Context: an optimization exercise on an open-source flow, tuned for small area, a short achievable clock period and few clock cycles. The choices shown serve that exercise and are no tape-out recipe.
The RTL was checked by simulation tests, not by an equivalence proof against the original design.

==> branch willow <==
==> flow/design.v (excerpt) <==
module top2(
Clk, Reset, V0, V1, imem_addr, imem_rdata, dmem_addr, dmem_wdata, dmem_wstrb, dmem_rdata
    );
    input Clk, Reset;
    output wire [31:0] V0, V1;
    output wire [31:0] imem_addr;
    input  wire [31:0] imem_rdata;
    output wire [31:0] dmem_addr;
    output wire [31:0] dmem_wdata;
    output wire [3:0]  dmem_wstrb;
    input  wire [31:0] dmem_rdata;
    reg [31:0] PC;
    reg [31:0] RAS;           
    reg        validX;
    reg [31:0] InstrX;
    reg [31:0] AltX;          
    reg        validM;
    reg        RegWriteM, LoadM, MulM, MulPhaseM;
    reg [1:0]  MemTypeM;
    reg [4:0]  DestM;
    reg [31:0] ResultM;       
    reg [31:0] StoreDataM;    
    wire [31:0] wbdata;
    wire wb_en;
    reg [31:0] RF [1:31];
    wire [4:0] rsX = InstrX[25:21];
    wire [4:0] rtX = InstrX[20:16];
    reg [31:0] RSX, RTX;      
    assign V0 = RF[2];
    assign V1 = RF[3];
    wire [5:0] opX = InstrX[31:26];
    wire [5:0] fnX = InstrX[5:0];
    wire [15:0] immX = InstrX[15:0];
    wire [31:0] simmX = {{16{immX[15]}}, immX};
    wire rtypeX  = (opX == 6'h00);
    wire jrX     = rtypeX && (fnX == 6'h08);
    wire shiftX  = rtypeX && (fnX == 6'h00 || fnX == 6'h02);
    wire mulX    = (opX == 6'h1C);
    wire addiX   = (opX == 6'h08);
    wire andiX   = (opX == 6'h0C);
    wire oriX    = (opX == 6'h0D);
    wire xoriX   = (opX == 6'h0E);
    wire sltiX   = (opX == 6'h0A);
    wire loadX   = (opX == 6'h23) || (opX == 6'h21) || (opX == 6'h20);
    wire storeX  = (opX == 6'h2B) || (opX == 6'h29) || (opX == 6'h28);
    wire beqX    = (opX == 6'h04);
    wire bneX    = (opX == 6'h05);
    wire blezX   = (opX == 6'h06);
    wire bgtzX   = (opX == 6'h07);
  ...
export LEC_CHECK = 0
export CAP_MARGIN = 20
export CELL_PAD_IN_SITES_DETAIL_PLACEMENT = 1
export CORE_MARGIN = 2
export CORE_UTILIZATION = 40
export PLACE_DENSITY = 0.5
export SLEW_MARGIN = 20
create_clock -name core_clock -period 12.0 [get_ports {Clk}]
standard.sh (not shown) runs the stock make flow with config.mk's settings and CLKGATE_MAP_FILE= SYNTH_SCRIPT=/design/flow/synth_recipe.tcl, a recipe that flattens the netlist after the stock synthesis.
==> flow/flow/run.sh <==
#!/bin/bash
set -euo pipefail
bash standard.sh SETUP_SLACK_MARGIN=7.5 TNS_END_PERCENT=100 \
  "CTS_ARGS=-sink_clustering_enable -repair_clock_nets -dont_use_dummy_load" \
  "CTS_BUF_LIST=sky130_fd_sc_hd__clkbuf_8" \
  finish > standard_flow.log 2>&1
==> inputs of branch xenon, as changes to branch willow <==
--- a/flow/design.v
+++ b/flow/design.v
@@ -869,26 +869,30 @@
     wire [31:0] redirect_pc = jrX ? rsv : AltX;
     wire [5:0] opF = imem_rdata[31:26];
     wire jF   = (opF == 6'h02) || (opF == 6'h03);
     wire jalF = (opF == 6'h03);
     wire jrF  = (opF == 6'h00) && (imem_rdata[5:0] == 6'h08);
     wire brF  = (opF == 6'h01) || (opF == 6'h04) || (opF == 6'h05) ||
                 (opF == 6'h06) || (opF == 6'h07);
     wire [31:0] pc4F = PC + 32'd4;
-    wire [16:0] btloF = {1'b0, pc4F[17:2]} + {1'b0, imem_rdata[15:0]};
+    wire [31:0] btlo32F;
+    ks_add32 BTADD(.a({16'd0, pc4F[17:2]}), .b({16'd0, imem_rdata[15:0]}), .cin(1'b0), .s(btlo32F));
+    wire [16:0] btloF = btlo32F[16:0];
     wire [13:0] hi0F  = pc4F[31:18];
     wire [13:0] hip1F = pc4F[31:18] + 14'd1;
     wire [13:0] him1F = pc4F[31:18] - 14'd1;
     wire [13:0] bthiF = (btloF[16] && !imem_rdata[15]) ? hip1F :
                         ((!btloF[16] && imem_rdata[15]) ? him1F : hi0F);
     wire [31:0] btF = {bthiF, btloF[15:0], pc4F[1:0]};
     wire [31:0] jtF = {pc4F[31:28], imem_rdata[25:0], 2'b00};
     wire bwF = brF && imem_rdata[15];
-    wire [31:0] predF = jF ? jtF : (jrF ? RAS : (bwF ? btF : pc4F));
+    wire [31:0] pc_otherF = redirect ? redirect_pc : (jF ? jtF : (jrF ? RAS : pc4F));
+    wire take_btF = !redirect && bwF;
+    wire [31:0] pc_nextF = take_btF ? btF : pc_otherF;
     wire [31:0] altF  = (brF && !imem_rdata[15]) ? btF : pc4F;
     assign imem_addr = PC;
     wire [4:0] rsF = imem_rdata[25:21];
     wire [4:0] rtF = imem_rdata[20:16];
     reg [31:0] rfrs, rfrt;
     integer ri;
     always @(*) begin
         rfrs = 32'd0;
@@ -941,21 +945,21 @@
             if (wb_en && DestM == rtX) RTX <= wbdata;
         end
         if (Reset) begin
             PC <= 32'd0;
             RAS <= 32'd0;
             validX <= 1'b0;
         end
         else if (redirect) begin
-            PC <= redirect_pc;
+            PC <= pc_nextF;
             validX <= 1'b0;
         end
         else if (!stallX) begin
-            PC <= predF;
+            PC <= pc_nextF;
             InstrX <= imem_rdata;
             BisRegX <= rtypeF || mulF;
             RSX <= rdrsF;
             RTX <= rdrtF;
             AltX <= altF;
             validX <= 1'b1;
             if (jalF) RAS <= pc4F;
         end
==> summary.txt <==
status=complete, no violations; final net count=8192; total CTS buffers=153; CP bufs+invs=2; via count=76760; FMAX=211.6 MHz; WP depth=15; Global Route met1 Usage=0.5298; Non-clock buffers=approximately 770; NonClk Buf Share=0.07974; simple-gate share of the synthesized area=0.09131
The numbers above come from branch willow.

==> summary.txt <==
FMAX=202.5 MHz; Non-clock buffers=782; total CTS buffers=between 150 and 200; Global Route met1 Usage=0.5203; status=complete, no violations; WP depth=17; final net count=8167; simple-gate share of the synthesized area=0.08946; CLK BUF=151; via count=75990; NonClk Buf Share=0.08240
The numbers above come from branch xenon.

Testbench counts of branch willow, summed over its fixed seeds: cycles 73,984.
Testbench counts of branch xenon, summed over its fixed seeds: cycles 73,984.

==> static timing again, ports no longer ideal <==
The results above use ideal ports. As a check the final layouts listed here were re-extracted and re-timed, cells and wires unchanged.
Step 1 assumes that a clkbuf_16 drives the clock port and a buf_2 every other input.
Step 2 times the ports against the registers' clock, not the clock port: input delays grow and output delays shrink by t, the midpoint of the rising clock arrivals with the driver on.
Slacks: no drivers / after step 1 / after step 2; pairs: no drivers / after step 1.
run | shift t [ns] | slack for setup (ns) | latest minus earliest clock arrival (ns) | slew at the worst register clock pin (ns) | worst data-port slew with drivers (ns)
branch willow | 0.883 | 7.274 / 7.286 / 6.403 | 0.118 / 0.118 | 0.07 / 0.07 | 0.33
branch xenon | 0.888 | 7.062 / 7.111 / 6.223 | 0.096 / 0.096 | 0.07 / 0.07 | 0.05
After both steps every run listed still meets setup and hold. The setup slack of branch willow, which loses most, moves by +0.012 ns with the drivers and by -0.871 ns with both steps.
